This is an optimization exercise on Yosys and OpenROAD, whose aim is small area and few clock cycles, not a production implementation. Function was checked by simulation only, so behaviour that the tests miss may differ from the original.

==> pepper: inputs <==
==> flow/design.v <==
`default_nettype none
module gpr(
    input  wire                     clk,
    input  wire [4:0]     RdAddr0,
    output reg  [31:0]    RdData0,
    input  wire [4:0]     RdAddr1,
    output reg  [31:0]    RdData1,
    input  wire                     WE,
    input  wire [4:0]     WrAddr,
    input  wire [31:0]    WrData
);
    reg [31:0] GPR [0 : 32 - 1];
    wire [32-1:0] Sel0 = {{32-1{1'b0}}, 1'b1} << RdAddr0;
    wire [32-1:0] Sel1 = {{32-1{1'b0}}, 1'b1} << RdAddr1;
    integer i;
    always @(*)
    begin
        RdData0 = 32'h0;
        RdData1 = 32'h0;
        for (i = 0; i < 32; i = i + 1)
        begin
            RdData0 = RdData0 | ({32{Sel0[i]}} & GPR[i]);
            RdData1 = RdData1 | ({32{Sel1[i]}} & GPR[i]);
        end
    end
    always @(posedge clk)
    begin
        if (WE)
        begin
            GPR[WrAddr] <= WrData;
        end
    end
endmodule
module cpu(
    input  wire                     clk,
    input  wire                     reset_,
    input  wire [31:0]    M0BusRdData,
    input  wire                     M0BusRdy_,
    input  wire                     M0BusGrnt_,
    output wire                     M0BusReq_,
    output wire [29:0]    M0BusAddr,
    output wire                     M0BusAs_,
    input  wire [31:0]    M1BusRdData,
    input  wire                     M1BusRdy_,
    input  wire                     M1BusGrnt_,
    output wire                     M1BusReq_,
    output wire [29:0]    M1BusAddr,
    output wire                     M1BusAs_,
    output wire                     M1BusRW,
    output wire [31:0]    M1BusWrData,
    input  wire [31:0]    IFSPMRdData,
    output wire [11:0]     IFSPMAddr,
    output wire                     IFSPMAs_,
    input  wire [31:0]    MemSPMRdData,
    output wire [11:0]     MemSPMAddr,
    output wire                     MemSPMAs_,
    output wire                     MemSPMRW,
    output wire [31:0]    MemSPMWrData
);
    localparam ST_IDLE = 2'd0;
    localparam ST_REQ  = 2'd1;
    localparam ST_ACC  = 2'd2;
    localparam ST_WAIT = 2'd3;
    reg  [29:0]    PC;
    reg  [31:0]    IR;
    reg                      IRV;
    reg  [1:0]               M0St;
    reg  [1:0]               M1St;
    reg                      ExeMode;
    reg                      IntEn;
    reg                      PreExeMode;
    reg                      PreIntEn;
    reg  [2:0]      ExpCode;
    reg                      DlyFlag;
    reg  [7:0]    Mask;
    reg  [29:0]    EPC;
    reg  [29:0]    ExpVector;
    reg  [29:0]    PrePC;
    reg                      BrFlag;
    reg                      LdPend;
    reg  [4:0]     LdDst;
    reg  [31:0]    LdAddr;
    wire                     PCSpm = (PC[29:27] == 1);
    wire                     FetchRdy = PCSpm | ((M0St == ST_WAIT) & ~M0BusRdy_);
    wire [31:0]    FetchInsn = PCSpm ? IFSPMRdData : M0BusRdData;
    wire [29:0]    PCInc = PC + 1'b1;
    assign IFSPMAddr = PC[11:0];
    assign IFSPMAs_  = ~PCSpm;
    assign M0BusReq_ = (M0St == ST_IDLE) ? PCSpm : 1'b0;
    assign M0BusAs_  = ~(M0St == ST_ACC);
    assign M0BusAddr = PC;
    wire [5:0]       Op  = IR[31:26];
    wire [4:0]     RaA = IR[25:21];
    wire [4:0]     RbA = IR[20:16];
    wire [4:0]     RcA = IR[15:11];
    wire [15:0]      Imm = IR[15:0];
    wire [31:0]    ImmS = {{16{Imm[15]}}, Imm};
    wire [31:0]    ImmU = {{16{1'b0}}, Imm};
    wire IsAlu  = (Op[5:4] == 2'b00);
    wire IsR    = IsAlu & (~Op[0] | (Op == 6'h0B));
    wire IsImmS = (Op == 6'h07) | (Op == 6'h09) |
                  (Op == 6'h16) | (Op == 6'h17);
    wire IsCmp  = (Op[5:2] == 4'b0100);                  
    wire IsBr   = IsCmp | (Op == 6'h14) | (Op == 6'h15);
    wire IsCall = (Op == 6'h15);
    wire IsLd   = (Op == 6'h16);
    wire IsSt   = (Op == 6'h17);
    wire IsMem  = IsLd | IsSt;
    wire IsRdcr = (Op == 6'h19);
    wire IsWrcr = (Op == 6'h1A);
    wire IsExrt = (Op == 6'h1B);
    wire IsTrap = (Op == 6'h18);
    wire IsUndef = Op[5] | (Op[4:2] == 3'b111);
    wire IsAdds = (Op == 6'h06) | (Op == 6'h07);
    wire IsSubs = (Op == 6'h0A);
    wire IsSub  = (Op == 6'h0A) | (Op == 6'h0B) | IsCmp;
    wire IsShl  = (Op[5:1] == 5'b00111);
    wire IsShift = (Op[5:2] == 4'b0011);
    wire [31:0] GPRRaD;
    wire [31:0] GPRRbD;
    wire MatchA = LdPend & (RaA == LdDst);
    wire MatchB = LdPend & (RbA == LdDst);
    wire Squash = MatchA | MatchB;
    wire Valid  = IRV & ~Squash;
    wire [31:0] RaD = MatchA ? LdAddr : GPRRaD;
    wire [31:0] RbD = MatchB ? LdAddr : GPRRbD;
    wire                  GPRWE;
    wire [4:0]  GPRWrAddr = IsCall ? 5'd31 : (IsR ? RcA : RbA);
    wire [31:0] GPRWrData;
    gpr GPR(
        .clk(clk),
        .RdAddr0(RaA),
        .RdData0(GPRRaD),
        .RdAddr1(RbA),
        .RdData1(GPRRbD),
        .WE(GPRWE),
        .WrAddr(GPRWrAddr),
        .WrData(GPRWrData)
    );
    wire [31:0] In1 = (IsR | IsCmp) ? RbD : (IsImmS ? ImmS : ImmU);
    wire [31:0] AddB = IsSub ? ~In1 : In1;
    wire [32:0] SumC = {1'b0, RaD} + {1'b0, AddB} + {{32{1'b0}}, IsSub};
    wire [31:0] Sum = SumC[31:0];
    wire                  Eq = (Sum == 32'h0);
    wire                  Lt = ~SumC[32];
    wire In0Pos = ~RaD[31] & (|RaD);
    wire In0Neg = RaD[31];
    wire In1Pos = ~In1[31] & (|In1);
    wire In1Neg = In1[31];
    wire OutPos = ~Sum[31] & ~Eq;
    wire OutNeg = Sum[31];
    wire OF = (IsAdds & ((In0Pos & In1Pos & OutNeg) | (In0Neg & In1Neg & OutPos))) |
              (IsSubs & ((In0Neg & In1Pos & OutPos) | (In0Pos & In1Neg & OutNeg)));
    function [31:0] rev32;
        input [31:0] x;
        integer k;
        begin
            for (k = 0; k < 32; k = k + 1)
                rev32[k] = x[32 - 1 - k];
        end
    endfunction
    wire [31:0] ShIn  = IsShl ? rev32(RaD) : RaD;
    wire [31:0] ShR   = ShIn >> In1[4:0];
    wire [31:0] ShOut = (|In1[31:5]) ? 32'h0 :
                                  (IsShl ? rev32(ShR) : ShR);
    reg [31:0] CRegRd;
    always @(*)
    begin
        case (RaA)
            5'h0     : CRegRd = {30'h0, IntEn, ExeMode};
            5'h1 : CRegRd = {30'h0, PreIntEn, PreExeMode};
            5'h2         : CRegRd = {PC, 2'h0};
            5'h3        : CRegRd = {EPC, 2'h0};
            5'h4 : CRegRd = {ExpVector, 2'h0};
            5'h5      : CRegRd = {28'h0, DlyFlag, ExpCode};
            5'h6   : CRegRd = {24'h0, Mask};
            5'h1d   : CRegRd = $unsigned(8192);
            5'h1e   : CRegRd = $unsigned(16384);
            5'h1f    : CRegRd = {8'd18, 8'd8, 8'd1, 8'd0};
            default               : CRegRd = 32'h0;
        endcase
    end
    wire MisAlign = IsMem & (Sum[1:0] != 2'b00);
    wire MemInSpm = (Sum[31:29] == 3'b001);
    wire MemGo    = Valid & IsMem & ~MisAlign;
    wire BusMem   = MemGo & ~MemInSpm;
    wire M1Done   = (M1St == ST_WAIT) & ~M1BusRdy_;
    assign MemSPMAs_    = ~(MemGo & MemInSpm);
    assign MemSPMAddr   = Sum[13:2];
    assign MemSPMRW     = ~IsSt;
    assign MemSPMWrData = RbD;
    assign M1BusReq_    = (M1St == ST_IDLE) ? ~BusMem : 1'b0;
    assign M1BusAs_     = ~(M1St == ST_ACC);
    assign M1BusAddr    = Sum[31:2];
    assign M1BusRW      = ~IsSt;
    assign M1BusWrData  = RbD;
    wire [31:0] LoadData = MemInSpm ? MemSPMRdData : M1BusRdData;
    wire Priv = ExeMode & (IsRdcr | IsWrcr | IsExrt);
    wire Exc  = Valid & (IsUndef | IsTrap | Priv | OF | MisAlign);
    wire Exrt = Valid & IsExrt;
    wire [2:0] ExcCode = IsUndef ? 3'h2 :
                                  IsTrap  ? 3'h5 :
                                  Priv    ? 3'h6 :
                                  OF      ? 3'h3 :
                                            3'h4;
    wire Taken = IsBr & ((Op == 6'h10)   ?  Eq :
                         (Op == 6'h11)  ? ~Eq :
                         (Op == 6'h13) ?  Lt :
                         (Op == 6'h12) ? 1'b0 : 1'b1);
    wire [29:0] BrTarget = IsCmp ? (PC + ImmS[29:0]) : RaD[31:2];
    reg [31:0] Result;
    always @(*)
    begin
        case (Op[3:1])
            3'b000:  Result = RaD & In1;
            3'b001:  Result = RaD | In1;
            3'b010:  Result = RaD ^ In1;
            3'b110,
            3'b111:  Result = ShOut;
            default: Result = Sum;
        endcase
        if (IsCall) Result = {PCInc, 2'h0};
        if (IsLd)   Result = LoadData;
        if (IsRdcr) Result = CRegRd;
    end
    wire NeedFetch = IsBr | Exc | Exrt;
    wire Commit = IRV & (~NeedFetch | FetchRdy) & (~BusMem | M1Done);
    wire Redirect = Commit & (Exc | Exrt | Taken);
    wire [29:0] NewPC = Exc ? ExpVector : (Exrt ? EPC : BrTarget);
    assign GPRWE = Commit & Valid & ~Exc & (IsAlu | IsCall | IsLd | IsRdcr);
    assign GPRWrData = Result;
    always @(posedge clk or negedge reset_)
    begin
        if (reset_ == 1'b0)
        begin
            PC   <= 30'h0;
            IRV  <= 1'b0;
            M0St <= ST_IDLE;
            M1St <= ST_IDLE;
        end
        else
        begin
            if (Redirect)
            begin
                PC  <= NewPC;
                IRV <= ~(Exc | Exrt);
            end
            else if (FetchRdy & (~IRV | Commit))
            begin
                PC  <= PCInc;
                IRV <= 1'b1;
            end
            else if (Commit)
            begin
                IRV <= 1'b0;
            end
            case (M0St)
                ST_IDLE: if (~PCSpm) M0St <= M0BusGrnt_ ? ST_REQ : ST_ACC;
                ST_REQ:  if (~M0BusGrnt_) M0St <= ST_ACC;
                ST_ACC:  M0St <= ST_WAIT;
                ST_WAIT: if (~M0BusRdy_) M0St <= ST_IDLE;
            endcase
            case (M1St)
                ST_IDLE: if (BusMem) M1St <= M1BusGrnt_ ? ST_REQ : ST_ACC;
                ST_REQ:  if (~M1BusGrnt_) M1St <= ST_ACC;
                ST_ACC:  M1St <= ST_WAIT;
                ST_WAIT: if (~M1BusRdy_) M1St <= ST_IDLE;
            endcase
        end
    end
    always @(posedge clk)
    begin
        if (FetchRdy & (~IRV | Commit))
        begin
            IR <= FetchInsn;
        end
    end
    always @(posedge clk or negedge reset_)
    begin
        if (reset_ == 1'b0)
        begin
            LdPend <= 1'b0;
        end
        else if (Commit)
        begin
            LdPend <= Valid & IsLd & ~Exc;
        end
    end
    always @(posedge clk)
    begin
        if (Commit)
        begin
            LdDst  <= RbA;
            LdAddr <= Sum;
        end
    end
    always @(posedge clk or negedge reset_)
    begin
        if (reset_ == 1'b0)
        begin
            ExeMode     <= 1'b0;
            IntEn       <= 1'b0;
            PreExeMode  <= 1'b0;
            PreIntEn    <= 1'b0;
            ExpCode     <= 3'h0;
            Mask        <= {8{1'b1}};
            DlyFlag     <= 1'b0;
            EPC         <= 30'h0;
            ExpVector   <= 30'h0;
            PrePC       <= 30'h0;
            BrFlag      <= 1'b0;
        end
        else if (Commit & Valid)
        begin
            PrePC  <= PC;
            BrFlag <= IsBr;
            if (Exc)
            begin
                ExeMode     <= 1'b0;
                IntEn       <= 1'b0;
                PreExeMode  <= ExeMode;
                PreIntEn    <= IntEn;
                ExpCode     <= ExcCode;
                DlyFlag     <= BrFlag;
                EPC         <= PrePC;
            end
            else if (IsExrt)
            begin
                ExeMode     <= PreExeMode;
                IntEn       <= PreIntEn;
            end
            else if (IsWrcr)
            begin
                case (RbA)
                    5'h0:
                    begin
                        ExeMode     <= RaD[0];
                        IntEn       <= RaD[1];
                    end
                    5'h1:
                    begin
                        PreExeMode  <= RaD[0];
                        PreIntEn    <= RaD[1];
                    end
                    5'h3:        EPC       <= RaD[31:2];
                    5'h4: ExpVector <= RaD[31:2];
                    5'h5:
                    begin
                        DlyFlag     <= RaD[3];
                        ExpCode     <= RaD[2:0];
                    end
                    5'h6:   Mask      <= RaD[7:0];
                    default: ;
                endcase
            end
        end
    end
endmodule
==> flow/run.sh <==
#!/bin/bash
# synth_recipe.tcl (not shown) runs the flow's synth.tcl, then flattens the netlist and writes it again
# the make line also repeats each setting of config.mk as NAME=value (left out here)
make -C /OpenROAD-flow-scripts/flow DESIGN_CONFIG=/design/flow/config.mk WORK_HOME=/design/flow/orfs CLKGATE_MAP_FILE= SYNTH_SCRIPT=/design/flow/synth_recipe.tcl finish
==> flow/config.mk <==
export PLATFORM = sky130hd
export DESIGN_NAME = cpu
export DESIGN_NICKNAME = cpu
export VERILOG_FILES = /design/flow/design.v
export SDC_FILE = /design/flow/constraint.sdc
export NUM_CORES = 4
export LEC_CHECK = 0
export CAP_MARGIN = 20
export CORE_MARGIN = 2
export CORE_UTILIZATION = 25
export PLACE_DENSITY = 0.45
export SLEW_MARGIN = 20
==> flow/constraint.sdc <==
create_clock -name core_clock -period 11.0 [get_ports {clk}]
set_input_delay 2.2000 -clock core_clock [delete_from_list [all_inputs] [get_ports {clk}]]
set_output_delay 2.2000 -clock core_clock [all_outputs]
set_load 0.01 [all_outputs]
==> inputs of indigo, as changes to pepper <==
--- a/flow/design.v
+++ b/flow/design.v
@@ -68,2 +68,5 @@
     reg  [1:0]               M1St;
+    reg  [29:0]    M1Addr;
+    reg                      M1RW;
+    reg  [31:0]    M1WrData;
     reg                      ExeMode;
@@ -80,4 +83,5 @@
     reg                      LdPend;
+    reg                      OvfDone;
+    reg                      OvfR;
     reg  [4:0]     LdDst;
-    reg  [31:0]    LdAddr;
     wire                     PCSpm = (PC[29:27] == 1);
@@ -88,3 +92,2 @@
     assign IFSPMAs_  = ~PCSpm;
-    assign M0BusReq_ = (M0St == ST_IDLE) ? PCSpm : 1'b0;
     assign M0BusAs_  = ~(M0St == ST_ACC);
@@ -118,2 +121,4 @@
     wire IsShift = (Op[5:2] == 4'b0011);
+    wire M0Start = ~PCSpm & ~(IRV & IsMem) & (M1St == ST_IDLE);
+    assign M0BusReq_ = (M0St == ST_IDLE) ? ~M0Start : 1'b0;
     wire [31:0] GPRRaD;
@@ -124,2 +129,3 @@
     wire Valid  = IRV & ~Squash;
+    wire [31:0] LdAddr = {M1Addr, 2'h0};
     wire [31:0] RaD = MatchA ? LdAddr : GPRRaD;
@@ -143,3 +149,3 @@
     wire [31:0] Sum = SumC[31:0];
-    wire                  Eq = (Sum == 32'h0);
+    wire                  Eq = (RaD == RbD);
     wire                  Lt = ~SumC[32];
@@ -149,6 +155,6 @@
     wire In1Neg = In1[31];
-    wire OutPos = ~Sum[31] & ~Eq;
     wire OutNeg = Sum[31];
-    wire OF = (IsAdds & ((In0Pos & In1Pos & OutNeg) | (In0Neg & In1Neg & OutPos))) |
-              (IsSubs & ((In0Neg & In1Pos & OutPos) | (In0Pos & In1Neg & OutNeg)));
+    wire BothMin = (RaD == 32'h8000_0000) & (In1 == 32'h8000_0000);
+    wire OF = (IsAdds & ((In0Pos & In1Pos & OutNeg) | (In0Neg & In1Neg & ~OutNeg & ~BothMin))) |
+              (IsSubs & ((In0Neg & In1Pos & ~OutNeg) | (In0Pos & In1Neg & OutNeg)));
     function [31:0] rev32;
@@ -183,3 +189,8 @@
     wire MisAlign = IsMem & (Sum[1:0] != 2'b00);
-    wire MemInSpm = (Sum[31:29] == 3'b001);
+    wire [16:0] LoSum = {1'b0, RaD[15:0]} + {1'b0, Imm};
+    wire        HiInc = ~Imm[15] &  LoSum[16] & (&RaD[28:16]);
+    wire        HiDec =  Imm[15] & ~LoSum[16] & ~(|RaD[28:16]);
+    wire MemInSpm = ((RaD[31:29] == 3'b001) & ~HiInc & ~HiDec) |
+                    ((RaD[31:29] == 3'b000) &  HiInc) |
+                    ((RaD[31:29] == 3'b010) &  HiDec);
     wire MemGo    = Valid & IsMem & ~MisAlign;
@@ -193,8 +204,10 @@
     assign M1BusAs_     = ~(M1St == ST_ACC);
-    assign M1BusAddr    = Sum[31:2];
-    assign M1BusRW      = ~IsSt;
-    assign M1BusWrData  = RbD;
+    assign M1BusAddr    = M1Addr;
+    assign M1BusRW      = M1RW;
+    assign M1BusWrData  = M1WrData;
+    wire BusMemDone = IsSt ? (M1St == ST_IDLE) : (M1Done & M1RW);
     wire [31:0] LoadData = MemInSpm ? MemSPMRdData : M1BusRdData;
     wire Priv = ExeMode & (IsRdcr | IsWrcr | IsExrt);
-    wire Exc  = Valid & (IsUndef | IsTrap | Priv | OF | MisAlign);
+    wire IsAddSub = IsAdds | IsSubs;
+    wire Exc  = Valid & (IsUndef | IsTrap | Priv | (IsAddSub & OvfR) | MisAlign);
     wire Exrt = Valid & IsExrt;
@@ -210,2 +223,5 @@
     wire [29:0] BrTarget = IsCmp ? (PC + ImmS[29:0]) : RaD[31:2];
+    wire FetchIsBr = (FetchInsn[31:28] == 4'b0100) | (FetchInsn[31:27] == 5'b01010);
+    wire FetchHits = (FetchInsn[25:21] == RbA) | (FetchInsn[20:16] == RbA);
+    wire LdAddrBusy = (M1St != ST_IDLE) & (~FetchRdy | (FetchIsBr & FetchHits));
     reg [31:0] Result;
@@ -225,4 +241,7 @@
     end
-    wire NeedFetch = IsBr | Exc | Exrt;
-    wire Commit = IRV & (~NeedFetch | FetchRdy) & (~BusMem | M1Done);
+    wire Commit = IRV & (~IsBr | FetchRdy) &
+                  (~(Exc | Exrt) | FetchRdy | (M0St == ST_IDLE)) &
+                  (~BusMem | BusMemDone) &
+                  ~(Valid & IsLd & ~Exc & ~BusMem & LdAddrBusy) &
+                  ~(Valid & IsAddSub & ~OvfDone);
     wire Redirect = Commit & (Exc | Exrt | Taken);
@@ -257,3 +276,3 @@
             case (M0St)
-                ST_IDLE: if (~PCSpm) M0St <= M0BusGrnt_ ? ST_REQ : ST_ACC;
+                ST_IDLE: if (M0Start) M0St <= M0BusGrnt_ ? ST_REQ : ST_ACC;
                 ST_REQ:  if (~M0BusGrnt_) M0St <= ST_ACC;
@@ -272,2 +291,11 @@
     begin
+        if ((M1St == ST_IDLE) & IRV & ~Squash)
+        begin
+            M1Addr   <= Sum[31:2];
+            M1RW     <= ~IsSt;
+            M1WrData <= RbD;
+        end
+    end
+    always @(posedge clk)
+    begin
         if (FetchRdy & (~IRV | Commit))
@@ -293,5 +321,19 @@
             LdDst  <= RbA;
-            LdAddr <= Sum;
         end
     end
+    always @(posedge clk or negedge reset_)
+    begin
+        if (reset_ == 1'b0)
+        begin
+            OvfDone <= 1'b0;
+        end
+        else
+        begin
+            OvfDone <= IRV & Valid & IsAddSub & ~Commit;
+        end
+    end
+    always @(posedge clk)
+    begin
+        OvfR <= OF;
+    end
     always @(posedge clk or negedge reset_)
==> flow/flow/run.sh (new file) <==
#!/bin/bash
# Layout flow: the standard synthesis (unchanged), then a second technology mapping of
# the combinational logic only, for area (flip-flops are kept exactly as synthesis made
# them), then the standard layout from the floorplan on, with small port buffers and

set -euo pipefail
W=$(pwd)
R=$W/orfs/results/$FLOW_PLATFORM/cpu/base

bash standard.sh synth > $W/log_1_standard_synth.log 2>&1
cp $R/1_2_yosys.v $W/standard_1_2_yosys.v

export REMAP_DIR=$W
export REMAP_LIB=$FLOW_HOME/platforms/$FLOW_PLATFORM/lib/sky130_fd_sc_hd__tt_025C_1v80.lib
export REMAP_IN=$W/standard_1_2_yosys.v
export REMAP_OUT=$W/remapped_1_2_yosys.v
export REMAP_SEQ="$(grep -oE 'sky130_fd_sc_hd__(df|edf|sdf|dl)[a-z0-9]*_[0-9]+' $REMAP_IN | sort -u | sed 's/^/=/' | tr '\n' ' ')"
export REMAP_DONT="$(sed -n '/DONT_USE_CELLS += /,/^$/p' $FLOW_HOME/platforms/$FLOW_PLATFORM/config.mk | grep -oE 'sky130_fd_sc_hd__[a-z0-9_]+' | sed 's/^/-dont_use /' | tr '\n' ' ')"
yosys -c $W/flow/remap.tcl > $W/log_2_remap.log 2>&1

cp $REMAP_OUT $R/1_2_yosys.v
touch $R/1_2_yosys.v

# every port still gets its buffer, a small one
PORTBUF="-buffer_cell sky130_fd_sc_hd__buf_1"
bash standard.sh "BUFFER_PORTS_ARGS=$PORTBUF" finish > $W/log_3_standard_layout.log 2>&1
==> flow/flow/remap.abc (new file) <==
&get -n
&st
&dch -f
&nf -R 1000 -p -C 32 -F 8 -A 4
&put
==> flow/flow/remap.tcl (new file) <==
# Second technology mapping of the combinational logic of the standard synthesis.
# Every flip-flop instance stays as it is (name, cell type, connections); only the
# gates between them are mapped again, for area.
yosys read_liberty -ignore_miss_func $::env(REMAP_LIB)
yosys read_verilog $::env(REMAP_IN)
yosys hierarchy -top $::env(FLOW_TOP)
yosys blackbox {*}$::env(REMAP_SEQ)
yosys flatten
yosys opt -purge
yosys abc -liberty $::env(REMAP_LIB) {*}$::env(REMAP_DONT) -script $::env(REMAP_DIR)/flow/remap.abc
yosys opt_clean -purge
yosys write_verilog -noattr -nohex -nodec $::env(REMAP_DIR)/remap_tmp.v
# read the mapped netlist back against the library's cells only
yosys design -reset
yosys read_liberty -lib $::env(REMAP_LIB)
yosys read_verilog $::env(REMAP_DIR)/remap_tmp.v
yosys hierarchy -top $::env(FLOW_TOP)
yosys splitnets
yosys opt_clean -purge
yosys hilomap -singleton -hicell sky130_fd_sc_hd__conb_1 HI -locell sky130_fd_sc_hd__conb_1 LO
yosys insbuf -buf sky130_fd_sc_hd__buf_4 A X
yosys tee -o $::env(REMAP_DIR)/remap_stat.txt stat -liberty $::env(REMAP_LIB)
yosys check -assert -mapped
yosys write_verilog -noattr -nohex -nodec $::env(REMAP_OUT)
==> flow/standard.sh (new file) <==
#!/bin/bash
# synth_recipe.tcl (not shown) runs the flow's synth.tcl, then flattens the netlist and writes it again
# the make line also repeats each setting of config.mk as NAME=value (left out here)
make -C /OpenROAD-flow-scripts/flow DESIGN_CONFIG=/design/flow/config.mk WORK_HOME=/design/flow/orfs CLKGATE_MAP_FILE= SYNTH_SCRIPT=/design/flow/synth_recipe.tcl "${@:-finish}"
removed: flow/run.sh
==> inputs of tundra, as changes to pepper <==
--- a/flow/design.v
+++ b/flow/design.v
@@ -149,6 +149,6 @@
     wire In1Neg = In1[31];
-    wire OutPos = ~Sum[31] & ~Eq;
     wire OutNeg = Sum[31];
-    wire OF = (IsAdds & ((In0Pos & In1Pos & OutNeg) | (In0Neg & In1Neg & OutPos))) |
-              (IsSubs & ((In0Neg & In1Pos & OutPos) | (In0Pos & In1Neg & OutNeg)));
+    wire BothMin = (RaD == 32'h8000_0000) & (In1 == 32'h8000_0000);
+    wire OF = (IsAdds & ((In0Pos & In1Pos & OutNeg) | (In0Neg & In1Neg & ~OutNeg & ~BothMin))) |
+              (IsSubs & ((In0Neg & In1Pos & ~OutNeg) | (In0Pos & In1Neg & OutNeg)));
     function [31:0] rev32;
@@ -183,3 +183,8 @@
     wire MisAlign = IsMem & (Sum[1:0] != 2'b00);
-    wire MemInSpm = (Sum[31:29] == 3'b001);
+    wire [16:0] LoSum = {1'b0, RaD[15:0]} + {1'b0, Imm};
+    wire        HiInc = ~Imm[15] &  LoSum[16] & (&RaD[28:16]);
+    wire        HiDec =  Imm[15] & ~LoSum[16] & ~(|RaD[28:16]);
+    wire MemInSpm = ((RaD[31:29] == 3'b001) & ~HiInc & ~HiDec) |
+                    ((RaD[31:29] == 3'b000) &  HiInc) |
+                    ((RaD[31:29] == 3'b010) &  HiDec);
     wire MemGo    = Valid & IsMem & ~MisAlign;
@@ -193,3 +198,3 @@
     assign M1BusAs_     = ~(M1St == ST_ACC);
-    assign M1BusAddr    = Sum[31:2];
+    assign M1BusAddr    = M1Addr;
     assign M1BusRW      = ~IsSt;
@@ -270,2 +275,7 @@
     end
+    reg [29:0] M1Addr;
+    always @(posedge clk)
+    begin
+        M1Addr <= Sum[31:2];
+    end
     always @(posedge clk)
==> flow/flow/run.sh (new file) <==
#!/bin/bash
# Layout flow: the standard synthesis (unchanged), then a second technology mapping of
# the combinational logic only, for area (flip-flops are kept exactly as synthesis made
# them), then the standard layout from the floorplan on. Each tool's output goes to a
# log file of its own in the work folder.
set -euo pipefail
W=$(pwd)
R=$W/orfs/results/$FLOW_PLATFORM/cpu/base

bash standard.sh synth > $W/log_1_standard_synth.log 2>&1
cp $R/1_2_yosys.v $W/standard_1_2_yosys.v

export REMAP_DIR=$W
export REMAP_LIB=$FLOW_HOME/platforms/$FLOW_PLATFORM/lib/sky130_fd_sc_hd__tt_025C_1v80.lib
export REMAP_IN=$W/standard_1_2_yosys.v
export REMAP_OUT=$W/remapped_1_2_yosys.v
export REMAP_SEQ="$(grep -oE 'sky130_fd_sc_hd__(df|edf|sdf|dl)[a-z0-9]*_[0-9]+' $REMAP_IN | sort -u | sed 's/^/=/' | tr '\n' ' ')"
export REMAP_DONT="$(sed -n '/DONT_USE_CELLS += /,/^$/p' $FLOW_HOME/platforms/$FLOW_PLATFORM/config.mk | grep -oE 'sky130_fd_sc_hd__[a-z0-9_]+' | sed 's/^/-dont_use /' | tr '\n' ' ')"
yosys -c $W/flow/remap.tcl > $W/log_2_remap.log 2>&1

cp $REMAP_OUT $R/1_2_yosys.v
touch $R/1_2_yosys.v
bash standard.sh finish > $W/log_3_standard_layout.log 2>&1
==> flow/flow/remap.abc (new file) <==
&get -n
&st
&dch -f
&nf -R 1000 -p -C 32 -F 8 -A 4
&put
==> flow/flow/remap.tcl (new file) <==
# Second technology mapping of the combinational logic of the standard synthesis.
# Every flip-flop instance stays as it is (name, cell type, connections); only the
# gates between them are mapped again, for area.
yosys read_liberty -ignore_miss_func $::env(REMAP_LIB)
yosys read_verilog $::env(REMAP_IN)
yosys hierarchy -top $::env(FLOW_TOP)
yosys blackbox {*}$::env(REMAP_SEQ)
yosys flatten
yosys opt -purge
yosys abc -liberty $::env(REMAP_LIB) {*}$::env(REMAP_DONT) -script $::env(REMAP_DIR)/flow/remap.abc
yosys opt_clean -purge
yosys write_verilog -noattr -nohex -nodec $::env(REMAP_DIR)/remap_tmp.v
# read the mapped netlist back against the library's cells only
yosys design -reset
yosys read_liberty -lib $::env(REMAP_LIB)
yosys read_verilog $::env(REMAP_DIR)/remap_tmp.v
yosys hierarchy -top $::env(FLOW_TOP)
yosys splitnets
yosys opt_clean -purge
yosys hilomap -singleton -hicell sky130_fd_sc_hd__conb_1 HI -locell sky130_fd_sc_hd__conb_1 LO
yosys insbuf -buf sky130_fd_sc_hd__buf_4 A X
yosys tee -o $::env(REMAP_DIR)/remap_stat.txt stat -liberty $::env(REMAP_LIB)
yosys check -assert -mapped
yosys write_verilog -noattr -nohex -nodec $::env(REMAP_OUT)
==> flow/standard.sh (new file) <==
#!/bin/bash
# synth_recipe.tcl (not shown) runs the flow's synth.tcl, then flattens the netlist and writes it again
# the make line also repeats each setting of config.mk as NAME=value (left out here)
make -C /OpenROAD-flow-scripts/flow DESIGN_CONFIG=/design/flow/config.mk WORK_HOME=/design/flow/orfs CLKGATE_MAP_FILE= SYNTH_SCRIPT=/design/flow/synth_recipe.tcl "${@:-finish}"
removed: flow/run.sh
==> flow_summary_export.csv <==
group,metric,value,unit
status,status,"complete, no violations",
cells_and_area,n_antenna_cell,15,
sta,fmaxAchievable,92.7,MHz
setup_path,startpoint,"IR[21]",
yosys,syn-mean-instance-area,12.3,um^2
the above is filed under indigo

==> flow_summary_export.csv <==
group,metric,value,unit
setup_path,startpoint,"IR[19]",
status,status,"complete, but fails checks",
sta,fmaxAchievable,89.7,MHz
sta,layout_setup_ws,-150,ps
status,so.violations,"negative setup slack",
sta,finalSetupViolCount,1,
cells_and_area,n_antenna_cell,42,
floorplan,die_height,528,um
the above is filed under pepper

==> flow_summary_export.csv <==
group,metric,value,unit
status,status,"complete, no violations",
detailed_routing,top_layer,"met5",
setup_path,r2r_slack,340,ps
sta,fmaxAchievable,93.2,MHz
yosys,syn-mean-instance-area,12.2,um^2
setup_path,startpoint,"IR[23]",
sta,slew_violations,0,
the above is filed under tundra

re-timing with driven ports:
No port has a modelled driver above. Below, the same layouts with a new extraction and two added sets of constraints.
Step 1 (the two cells are an assumption about what drives the block):
set clk [get_ports {clk}]
set_driving_cell -lib_cell sky130_fd_sc_hd__clkbuf_16 $clk
set_driving_cell -lib_cell sky130_fd_sc_hd__buf_2 [delete_from_list [all_inputs] $clk]
Step 2 times the ports against the registers' clock, not the clock port: input delays grow and output delays shrink by t, the midpoint of the rising clock arrivals with the driver on.
Slacks: ideal ports / drivers / drivers and shift; pairs: ideal ports / drivers.
| run | t, ns | setup slack, ns | clock arrival spread, ns |
|---|---|---|---|
| pepper | 0.926 | -0.150 / -0.242 / 0.684 | 0.095 / 0.094 |
| indigo | 0.917 | 0.218 / 0.128 / 0.555 | 0.087 / 0.087 |
| tundra | 0.913 | 0.269 / 0.180 / 0.342 | 0.066 / 0.066 |
